From an optimization exercise on the open Yosys and OpenROAD flow, aimed at small area; shortcuts taken in it are not production practice.
The RTL was checked by simulation tests, not by an equivalence proof against the original design.
Power and IR drop assume default switching activity.

// maquina_estados
module maquina_estados(
	input clk,
	input rst,
	input arriba,
	input abajo,
	input izquierda,
	input derecha,
	input pausa,
	output hsync,
	output vsync,
	output [2:0] RED,
	output [2:0] GREEN,
	output [1:0] BLUE
	);
Settings: LEC_CHECK=0, CAP_MARGIN=20, CORE_MARGIN=2, CORE_UTILIZATION=70, GPL_ROUTABILITY_DRIVEN=1, PLACE_DENSITY=0.75, SLEW_MARGIN=20; clock period 12.0 ns.
standard.sh (not shown) runs the stock make flow with config.mk's settings and CLKGATE_MAP_FILE= SYNTH_SCRIPT=/design/flow/synth_recipe.tcl, a recipe that flattens the netlist after the stock synthesis.
==> flow/flow/run.sh <==
#!/bin/bash
# Layout flow: the standard flow (standard.sh) with three changes:
#  - synthesis maps the combinational logic with an area-oriented ABC script
#    (flow/abc_area.script) in place of ORFS's abc_speed.script; registers, synthesis
#    passes, flattening and renaming stay the standard ones (same synth_recipe.tcl);
#  - clock tree synthesis runs without dummy loads (flow/cts_args);
#  - every input and output port still gets its buffer, a buf_1 (flow/port_args).
# Each step's output goes to its own log in this folder (synth.log, layout.log).
set -euo pipefail
here=$(pwd)
rm -rf "$here/scripts_area"
cp -r "$FLOW_HOME/scripts" "$here/scripts_area"
cp "$here/flow/abc_area.script" "$here/scripts_area/abc_speed.script"
cts=$(tr '\n' ' ' < "$here/flow/cts_args")
ports=$(tr '\n' ' ' < "$here/flow/port_args")
sed "s#^make -C #make SCRIPTS_DIR=$here/scripts_area CTS_ARGS='$cts' BUFFER_PORTS_ARGS='$ports' -C #" standard.sh > std_mod.sh
grep -q "SCRIPTS_DIR=$here/scripts_area CTS_ARGS=" std_mod.sh
bash std_mod.sh synth > synth.log 2>&1
bash std_mod.sh > layout.log 2>&1
==> flow/flow/abc_area.script <==
&get -n
&st
&deepsyn -T 60
&dch -f
&nf -a -R 1000
&put
topo
stime -c
dnsize -c
==> flow/flow/cts_args <==
-sink_clustering_enable -repair_clock_nets -dont_use_dummy_load -sink_clustering_size 10 -sink_clustering_max_diameter 40 -buf_list sky130_fd_sc_hd__clkbuf_4
==> flow/flow/port_args <==
-buffer_cell sky130_fd_sc_hd__buf_1
Change:
--- a/flow/design.v
+++ b/flow/design.v
@@ -107,13 +107,13 @@
 		input [6:0] kx;
 		input [5:0] ky;
 		input [6:0] cx_, cxm1_, cy_, cym1_;
 		input bx_, by_;
 		begin
 			inbox = ((kx == cx_) || (bx_ && kx == cxm1_)) &&
-			        ((ky == cy_[5:0]) || (by_ && ky == cym1_[5:0]));
+			        (({1'b0, ky} == cy_) || (by_ && {1'b0, ky} == cym1_));
 		end
 	endfunction
 	reg [6:0] rx;
 	reg [5:0] ry;
 	reg rx2, ry2;
 	reg [6:0] fx;          
@@ -147,15 +147,16 @@
 	reg hit;               
 	reg [6:0] ax;
 	reg [5:0] ay;
 	reg [159:0] ring;
 	reg a0, a1, d0, d1, dp;   
 	wire domove = mover & (mode == 2'd1);
-	wire [1:0] sd = mover ? dir : ndir;
-	wire [6:0] nhx = hx + ((sd == 2'd3) ? 7'd1 : (sd == 2'd2) ? 7'h7f : 7'd0);
-	wire [5:0] nhy = hy + ((sd == 2'd1) ? 6'd1 : (sd == 2'd0) ? 6'h3f : 6'd0);
+	wire [6:0] hxp = hx + 7'd1, hxm = hx - 7'd1;
+	wire [5:0] hyp = hy + 6'd1, hym = hy - 6'd1;
+	wire [6:0] nhx = (dir == 2'd3) ? hxp : (dir == 2'd2) ? hxm : hx;
+	wire [5:0] nhy = (dir == 2'd1) ? hyp : (dir == 2'd0) ? hym : hy;
 	wire outb = (dir == 2'd0 && hy == 6'd0) || (dir == 2'd1 && hy == 6'd59) ||
 	            (dir == 2'd2 && hx == 7'd0) || (dir == 2'd3 && hx == 7'd79);
 	wire eat = (hx == fx) && (hy == fy);
 	wire rev = tv && (ll[1:0] == 2'd0) && (dir == {ll[3], ~ll[2]});
 	wire coll = hit | (rev & ((nl != 6'd0) | eat)) | outb;
 	wire hz = (hx == 7'd0) && (hy == 6'd0);
@@ -176,14 +177,16 @@
 	wire [5:0] ddy = ~vert ? ((lk[1:0] == 2'd2) ? 6'h3f : (lk[1:0] == 2'd3) ? 6'd1 : 6'd0)
 	                       : (lk[2] ? (two ? 6'd2 : 6'd1) : (two ? 6'h3e : 6'h3f));
 	wire [6:0] ex = axi + ddx;
 	wire [5:0] ey = ayi + ddy;
 	wire resolve = pdrop & k0;
 	assign wr = ppush & (kc == nl);
-	wire pnhit = valid && (axi == nhx) && (ayi == nhy);
-	wire ym = (ey == vq[5:0]) || ((vr == 4'd0) && ey == vqm1[5:0]);
+	wire [6:0] pnx = (ndir == 2'd3) ? hxp : (ndir == 2'd2) ? hxm : hx;
+	wire [5:0] pny = (ndir == 2'd1) ? hyp : (ndir == 2'd0) ? hym : hy;
+	wire pnhit = valid && (axi == pnx) && (ayi == pny);
+	wire ym = ({1'b0, ey} == vq) || ((vr == 4'd0) && {1'b0, ey} == vqm1);
 	wire [5:0] tpair = pq[6:1] + 6'd1;
 	wire mp = valid & ym & (ex[6:1] == tpair);
 	wire m0 = mp & ~ex[0];
 	wire m1 = mp & ex[0];
 	wire shift = pix_en & (pr == 4'd9) & pq[0];
 	wire push = domove & ~coll & (eat ? (~tv | (nl != 6'd40)) : tv);
@@ -195,13 +198,13 @@
 	wire pa0 = ph & hxa & ~hx[0];
 	wire pa1 = ph & hxa & hx[0];
 	wire hxn = (hx[6:1] == pq[6:1] + 6'd2);
 	wire pn0 = ph & hxn & ~hx[0];
 	wire pn1 = ph & hxn & hx[0];
 	reg q0, q1;            
-	wire hrow = (hy == cy[5:0]) || (by && hy == cym1[5:0]);
+	wire hrow = ({1'b0, hy} == cy) || (by && {1'b0, hy} == cym1);
 	wire hxe = (hx[6:1] == pq[6:1]);
 	wire hxb = (hx == pqm1);
 	wire headb = hrow && ((hxe && hx[0] == pq[0]) || (bx && hxb));
 	wire fruitb = inbox(fx, fy, cx, cxm1, cy, cym1, bx, by);
 	wire tailb = tv & ~pdrop & inbox(tx, ty, cx, cxm1, cy, cym1, bx, by);
 	wire hcur = pq[0] ? d1 : d0;
=> The changed run went through all stages and came out clean; combinational power is higher by a few percent; routed wire length is higher by a few percent; cell count is higher slightly; clock skew is higher by 0.036 ns; core utilization hardly moves; setup slack gets worse by 0.51 ns; total power is higher slightly; die area is about the same; clock-buffer cell count is lower by 1; cell area barely changes; worst hold slack gets worse by 0.012 ns.

-- re-timing with driven ports --
The results above use ideal ports. As a check the final layouts listed here were re-extracted and re-timed, cells and wires unchanged. Step 1 assumes that a clkbuf_16 drives the clock port and a buf_2 every other input. Step 2 also shifts input and output timing later by t, the mid clock arrival at the registers, as if the neighbouring blocks saw the same clock. a / b / c = ideal / step 1 / step 2; a / b = the first two.
run | t, ns | slack for setup (ns) | worst hold slack (ns) | worst setup path at the end
the first run | 0.655 | 6.422 / 6.422 / 6.422 | 0.317 / 0.317 / 0.317 | register to register
the second run | 0.654 | 5.916 / 5.916 / 5.916 | 0.305 / 0.305 / 0.305 | register to register
After both steps every run listed still meets setup and hold.
